From an optimization exercise on the open Yosys and OpenROAD flow, aimed at small area and a short achievable clock period; shortcuts taken in it are not production practice. Function was checked by simulation only, so behaviour that the tests miss may differ from the original. The flow treats the clock pin as an ideal source. Dropping or thinning the clock tree relies on that and would not hold on a real chip. Power and IR drop assume default switching activity.

## radix_2_butterfly
module radix_2_butterfly #(
    parameter DATA_WIDTH = 16
) (
    input  logic       clkIn,
    input  logic       rstIn,
    input  logic       enIn,
    input  logic       validIn,
    input  ComplexType dataIn,
    output logic       validOut,
    output ComplexType dataOut
);
    localparam int LW = DATA_WIDTH / 2;          
    localparam int HW = DATA_WIDTH + 1 - LW;     
    logic       stateR;      
    logic       bInvR;       
    logic [2:0] validR;
    always_ff @(posedge clkIn) begin
        if (rstIn) begin
            stateR <= 1'b0;
            validR <= 3'b000;
        end else if (enIn) begin
            if (validIn) stateR <= ~stateR;
            validR <= {validR[1:0], validIn};
        end
    end
    logic signed [DATA_WIDTH-1:0] inRe, inIm;
    assign inRe = dataIn[63 -: DATA_WIDTH];
    assign inIm = dataIn[31 -: DATA_WIDTH];
    function automatic logic [HW:0] prefixAdd(input logic [HW-1:0] a,
                                              input logic [HW-1:0] b,
                                              input logic cin);
        logic [HW-1:0] p, g, gg, pp, gn, pn;
        p  = a ^ b;
        g  = a & b;
        gg = g;
  ...
For scale: roughly 130 I/O pins, roughly 6500 um^2 of cells after synthesis.
export LEC_CHECK = 0
export CAP_MARGIN = 20
export CORE_MARGIN = 2
export CORE_UTILIZATION = 40
export SLEW_MARGIN = 20
create_clock -name core_clock -period 3.0 [get_ports {clkIn}]
standard.sh (not shown) runs the stock make flow with config.mk's settings and CLKGATE_MAP_FILE= SYNTH_SCRIPT=/design/flow/synth_recipe.tcl, a recipe that flattens the netlist after the stock synthesis.
==> flow/flow/run.sh <==
#!/bin/bash
# Layout flow: the standard ORFS flow (standard.sh) with these changes:
#  - synthesis: no full/half adder cell extraction before ABC (ADDER_MAP_FILE
#    empty) and ABC's delay-driven mapping script (ABC_AREA=1);
#  - resizing may change a cell's footprint (MATCH_CELL_FOOTPRINT=0);
#  - ports buffered with buf_2;
#  - repair_timing aims for SETUP_SLACK_MARGIN of slack;
#  - the clock tree is built by flow/cts_manual.tcl (the clock port drives
#    4 clkbuf_16, each driving the flip-flops of one quarter of the core)
#    instead of TritonCTS.
# Each step's output goes to a log file of its own in this folder.
set -euo pipefail
K=(ADDER_MAP_FILE= ABC_AREA=1 MATCH_CELL_FOOTPRINT=0 SETUP_SLACK_MARGIN=1.4 CORE_UTILIZATION=60
   "BUFFER_PORTS_ARGS=-buffer_cell sky130_fd_sc_hd__buf_2")
bash standard.sh "${K[@]}" place > 1_synth_place.log 2>&1
bash standard.sh "${K[@]}" run RUN_SCRIPT="$PWD/flow/cts_manual.tcl" > 2_cts_manual.log 2>&1
bash standard.sh "${K[@]}" finish > 3_route_finish.log 2>&1
Other scripts of this flow, unchanged in this note and not shown: flow/flow/cts_manual.tcl
Next try:
--- a/flow/flow/run.sh
+++ b/flow/flow/run.sh
@@ -12,3 +12,3 @@
 set -euo pipefail
-K=(ADDER_MAP_FILE= ABC_AREA=1 MATCH_CELL_FOOTPRINT=0 SETUP_SLACK_MARGIN=1.4 CORE_UTILIZATION=60
+K=(ADDER_MAP_FILE= ABC_AREA=1 MATCH_CELL_FOOTPRINT=0 SETUP_SLACK_MARGIN=1.3
    "BUFFER_PORTS_ARGS=-buffer_cell sky130_fd_sc_hd__buf_2")
Outcome: The changed run completed without violations; cell count rose by a little under a tenth; global-route usage went down by 5.4 points; via count barely changes; combinational power came out lower by a few percent; hold slack got worse by 0.018 ns.
Next try:
--- a/flow/flow/run.sh
+++ b/flow/flow/run.sh
@@ -12,3 +12,3 @@
 set -euo pipefail
-K=(ADDER_MAP_FILE= ABC_AREA=1 MATCH_CELL_FOOTPRINT=0 SETUP_SLACK_MARGIN=1.3
+K=(ADDER_MAP_FILE= ABC_AREA=1 MATCH_CELL_FOOTPRINT=0 SETUP_SLACK_MARGIN=1.4 CORE_UTILIZATION=70
    "BUFFER_PORTS_ARGS=-buffer_cell sky130_fd_sc_hd__buf_2")
The changed run finished clean.
Cell count came out lower by 10%.
Routed wire length came out lower by about 6%.
Hold slack gains 0.019 ns.
Sequential power hardly moves.
Total power is about the same.
Critical path depth came out lower by 5.
Utilization came out higher by 34 points.
Next try:
--- a/flow/flow/run.sh
+++ b/flow/flow/run.sh
@@ -12,3 +12,3 @@
 set -euo pipefail
-K=(ADDER_MAP_FILE= ABC_AREA=1 MATCH_CELL_FOOTPRINT=0 SETUP_SLACK_MARGIN=1.4 CORE_UTILIZATION=70
+K=(ADDER_MAP_FILE= ABC_AREA=1 MATCH_CELL_FOOTPRINT=0 SETUP_SLACK_MARGIN=1.6
    "BUFFER_PORTS_ARGS=-buffer_cell sky130_fd_sc_hd__buf_2")
=> Core utilization fell by 28 points; routed wire length rose by about a fifth; first-iteration DRC count rose by well over a third; die area rose by well over a third; maximum frequency rose by a few percent; via count rose by a few percent; total power rose by a few percent; global-route usage fell by 6.5 points; critical path depth rose by 4; clock skew fell by 0.0058 ns; hold slack hardly moves.
Next try:
--- a/flow/flow/run.sh
+++ b/flow/flow/run.sh
@@ -12,3 +12,3 @@
 set -euo pipefail
-K=(ADDER_MAP_FILE= ABC_AREA=1 MATCH_CELL_FOOTPRINT=0 SETUP_SLACK_MARGIN=1.6
+K=(ADDER_MAP_FILE= ABC_AREA=1 MATCH_CELL_FOOTPRINT=0 SETUP_SLACK_MARGIN=1.2
    "BUFFER_PORTS_ARGS=-buffer_cell sky130_fd_sc_hd__buf_2")
Effect: The changed run completed without violations; sequential power hardly moves; final area drops by 12%; die area does not change; setup slack degrades by 0.19 ns; flip-flop and latch count does not change; total power drops by 5.6%; fmax drops by 11%; routed wire length drops by 13%; global-route usage drops by 1.5 points.
No run of this note takes its clock network from TritonCTS; it comes from the design's own scripts or RTL.

[separate check: timing with driven ports]
The flow's constraints put no driver on any port. The routed layouts listed below were extracted and timed again, unchanged, in two steps. Step 1: set_driving_cell puts a clkbuf_16 on clkIn and a buf_2 on each other input, an assumption about the parent block. Step 2 also shifts input and output timing later by t, the mid clock arrival at the registers, as if the neighbouring blocks saw the same clock. Three values: ideal ports, drivers, drivers and shift; two values: the first two.
run	shift t [ns]	setup slack, ns	slew at the worst register clock pin (ns)	pins driven straight from the clock port
the first run	0.262	1.474 / 1.474 / 1.275	0.12 / 0.12	4
the second run	0.260	1.435 / 1.435 / 1.289	0.12 / 0.12	4
the third run	0.252	1.465 / 1.481 / 1.272	0.12 / 0.12	4
the fourth run	0.265	1.503 / 1.503 / 1.343	0.12 / 0.12	4
the fifth run	0.260	1.315 / 1.373 / 1.113	0.12 / 0.12	4
After both steps setup and hold are still met in every run listed. For the fifth run, which loses most, drivers alone change the setup slack by +0.058 ns; drivers and shift together by -0.202 ns.
